Context: an optimization exercise on an open-source flow, tuned for small area. The choices shown serve that exercise and are no tape-out recipe. In this exercise RTL edits were held to simulation tests only and were not proved equivalent to the original. Power and IR drop assume default switching activity.

==> 09-14: inputs <==
## LCDI
module LCDI 
(
    input wire clk,
    input wire rst_n,
    input wire [8-1:0] data0_in,
    input wire [8-1:0] data1_in,
    input wire [8-1:0] data2_in,
    output wire [8-1:0] data0_out,
    output wire [8-1:0] data1_out,
    output wire [8-1:0] data2_out,
    output wire [8-1:0] data3_out,
    input wire frame_start,
    output reg frame_end,
    output reg line_end,
    output reg data_out_valid,
    output reg data_in_valid,
    input wire data_in_ready
);
reg [2:0] LCDI_state;
reg [2:0] next_state;
reg [9:0] col_count;
reg [9:0] row_count;
always @(posedge clk or negedge rst_n) begin
    if(~rst_n) LCDI_state<=3'd0;
    else LCDI_state<=next_state;
end
always @(*) begin
    case(LCDI_state)
    3'd0:   next_state = frame_start ? 3'd1 : 3'd0;
    3'd1: next_state=3'd2;
    3'd2: next_state=3'd3;
    3'd3: next_state=3'd4;
    3'd4: next_state=3'd5;
    3'd5: next_state=3'd6;
    3'd6: next_state = (col_count==10'd962&&row_count==10'd540) ? 3'd0 : 3'd1;
    default:next_state=3'd0;
    endcase
end
always @(posedge clk or negedge rst_n) begin
    if(~rst_n) begin
        col_count<=-10'd3;
    end
    else begin
        if(LCDI_state==3'd6) begin
            if(col_count<10'd963) col_count<=col_count+10'd1;
            else col_count<=10'd1;
        end
        else if(LCDI_state==3'd0) begin
            col_count<=-10'd3;
        end
    end
end
always @(posedge clk or negedge rst_n) begin
    if(~rst_n) begin
        row_count<=10'd0;
    end
    else begin
        if(LCDI_state==3'd6) begin
            if(col_count==10'd962) row_count<=row_count+10'd1;
        end
        else if(LCDI_state==3'd0) begin
            row_count<=10'd0;
        end
    end
end
always @(posedge clk or negedge rst_n) begin
    if(~rst_n) line_end<=1'b0;
    else line_end <= (LCDI_state==3'd6) && row_count!=10'd0 && col_count==10'd962;
end
always @(posedge clk or negedge rst_n) begin
    if(~rst_n) begin
        frame_end<=1'b0;
    end
    else begin
        if(LCDI_state==3'd6) begin
            if(col_count==10'd962&&row_count==10'd540) frame_end<=1'b1;
        end
        else begin
            frame_end<=1'b0;
        end
  ...
Settings: LEC_CHECK=0, ABC_AREA=1, CAP_MARGIN=20, CORE_MARGIN=2, CORE_UTILIZATION=40, SLEW_MARGIN=20, SYNTH_HIERARCHICAL=1, SYNTH_MEMORY_MAX_BITS=65536; clock period 10.0 ns.
run.sh (not shown) runs the stock make flow with config.mk's settings and CLKGATE_MAP_FILE= SYNTH_SCRIPT=/design/flow/synth_recipe.tcl, a recipe that flattens the netlist after the stock synthesis.
==> 05-06: changes against 09-14 <==
==> flow/flow/run.sh (new file) <==
#!/bin/bash
# Layout flow: the standard flow (standard.sh, all steps), with one change:
# the ABC script used for the area-oriented technology mapping in synthesis
# (ABC_AREA 1) is flow/abc_area.script instead of ORFS's abc_area.script.
# Everything else, including the registers synthesis makes, is unchanged.
set -e
rm -rf scripts_abc
cp -r "$FLOW_HOME/scripts" scripts_abc
cp flow/abc_area.script scripts_abc/abc_area.script
export SCRIPTS_DIR="$PWD/scripts_abc"
bash standard.sh > standard_flow.log 2>&1
==> flow/flow/abc_area.script (new file) <==
strash
&get -n
&st
&synch2
&nf -R 1000
&put
==> flow/standard.sh (new file) <==
#!/bin/bash
# synth_recipe.tcl (not shown) runs the flow's synth.tcl, then flattens the netlist and writes it again
# the make line also repeats each setting of config.mk as NAME=value (left out here)
make -C /OpenROAD-flow-scripts/flow DESIGN_CONFIG=/design/flow/config.mk WORK_HOME=/design/flow/orfs CLKGATE_MAP_FILE= SYNTH_SCRIPT=/design/flow/synth_recipe.tcl "${@:-finish}"
removed: flow/run.sh
==> 06-26: changes against 09-14 <==
- CTS_BUF_LIST: default -> sky130_fd_sc_hd__clkbuf_8
- CTS_CLUSTER_SIZE: default -> 24
==> summary of the runs <==
First-iteration DRC count, lowest first: 05-06, 09-14, 06-26. Of 09-14 and 05-06, 09-14 has the higher register-to-register slack (gap 0.87 ns). In non-clock buffer count, 09-14 and 06-26 do not differ. Total power, highest first: 09-14, 05-06, 06-26. Critical path depth is the same in 06-26 and 09-14. Wire length: 09-14 is higher than 05-06 (about 20%). Cell area, lowest first: 05-06, 06-26, 09-14. Core utilization: 05-06 > 09-14 > 06-26. Of 09-14 and 05-06, 09-14 has the higher area after synthesis (gap about 10%, measured against 05-06).
==> figures <==
Run status: 09-14 no timing/DRC/antenna violations; 06-26 no timing/DRC/antenna violations; 05-06 no timing/DRC/antenna violations
Fin crit share: 09-14 83.0%; 06-26 83.3%; 05-06 91.8%
Clock buf/inv share: 09-14 3.43%; 06-26 2.87%; 05-06 3.07%
Die Span Y: 09-14 323 microns; 06-26 323 microns; 05-06 308 microns
Count of cells along the worst register-to-register path: 09-14 33; 06-26 33; 05-06 28
Source-to-sink clock delay at the later pin of the worst-skew pair: 09-14 0.61 ns; 06-26 0.73 ns; 05-06 0.61 ns
Flop-to-flop setup slack: 09-14 1.70 ns; 06-26 1.67 ns; 05-06 0.82 ns
Wire length on met2: 09-14 83700 microns; 06-26 82500 microns; 05-06 70700 microns
Root Driver: 09-14 clkbuf_16; 06-26 clkbuf_8; 05-06 clkbuf_16
Initial antenna violation count: 09-14 23; 06-26 22; 05-06 10
Simple logic cell fraction of the synthesized area: 09-14 22.8%; 06-26 22.8%; 05-06 13.0%
Start of the worst register-to-register path: 09-14 q1[2]; 06-26 q1[2]; 05-06 LCDI_state[2]
Fraction of standard cell area that is sequential: 09-14 20.3%; 06-26 20.4%; 05-06 21.3%
Placed Instance Area: 09-14 43100 sq um; 06-26 43100 sq um; 05-06 41200 sq um
Netlist Area Pre-Place: 09-14 40700 sq um; 06-26 40700 sq um; 05-06 37000 sq um
Leakage power of the design: 09-14 19.7 nW; 06-26 19.6 nW; 05-06 15.2 nW
Total of clock buffers placed in the layout: 09-14 48; 06-26 71; 05-06 57
Share of cell area taken by muxes after synthesis: 09-14 0.886%; 06-26 0.886%; 05-06 1.03%
Non-clk bufs: 09-14 159; 06-26 159; 05-06 304
HP Start: 09-14 rw1[13]; 06-26 rw1[0]; 05-06 rw1[22]

[static timing again, ports no longer ideal]
No port has a modelled driver above. Below, the same layouts with a new extraction and two added sets of constraints. Step 1 (the two cells are an assumption about what drives the block):
set clk [get_ports {clk}]
set_driving_cell -lib_cell sky130_fd_sc_hd__clkbuf_16 $clk
set_driving_cell -lib_cell sky130_fd_sc_hd__buf_2 [delete_from_list [all_inputs] $clk]
Step 2 also shifts input and output timing later by t, the mid clock arrival at the registers, as if the neighbouring blocks saw the same clock. Slacks: ideal ports / drivers / drivers and shift; pairs: ideal ports / drivers.
run | shift t [ns] | setup WS [ns] | latest minus earliest clock arrival (ns)
09-14 | 0.643 | 1.695 / 1.695 / 1.695 | 0.063 / 0.063
05-06 | 0.651 | 0.823 / 0.823 / 0.823 | 0.039 / 0.039
06-26 | 0.778 | 1.670 / 1.670 / 1.670 | 0.033 / 0.033
After both steps setup and hold are still met in every run listed.
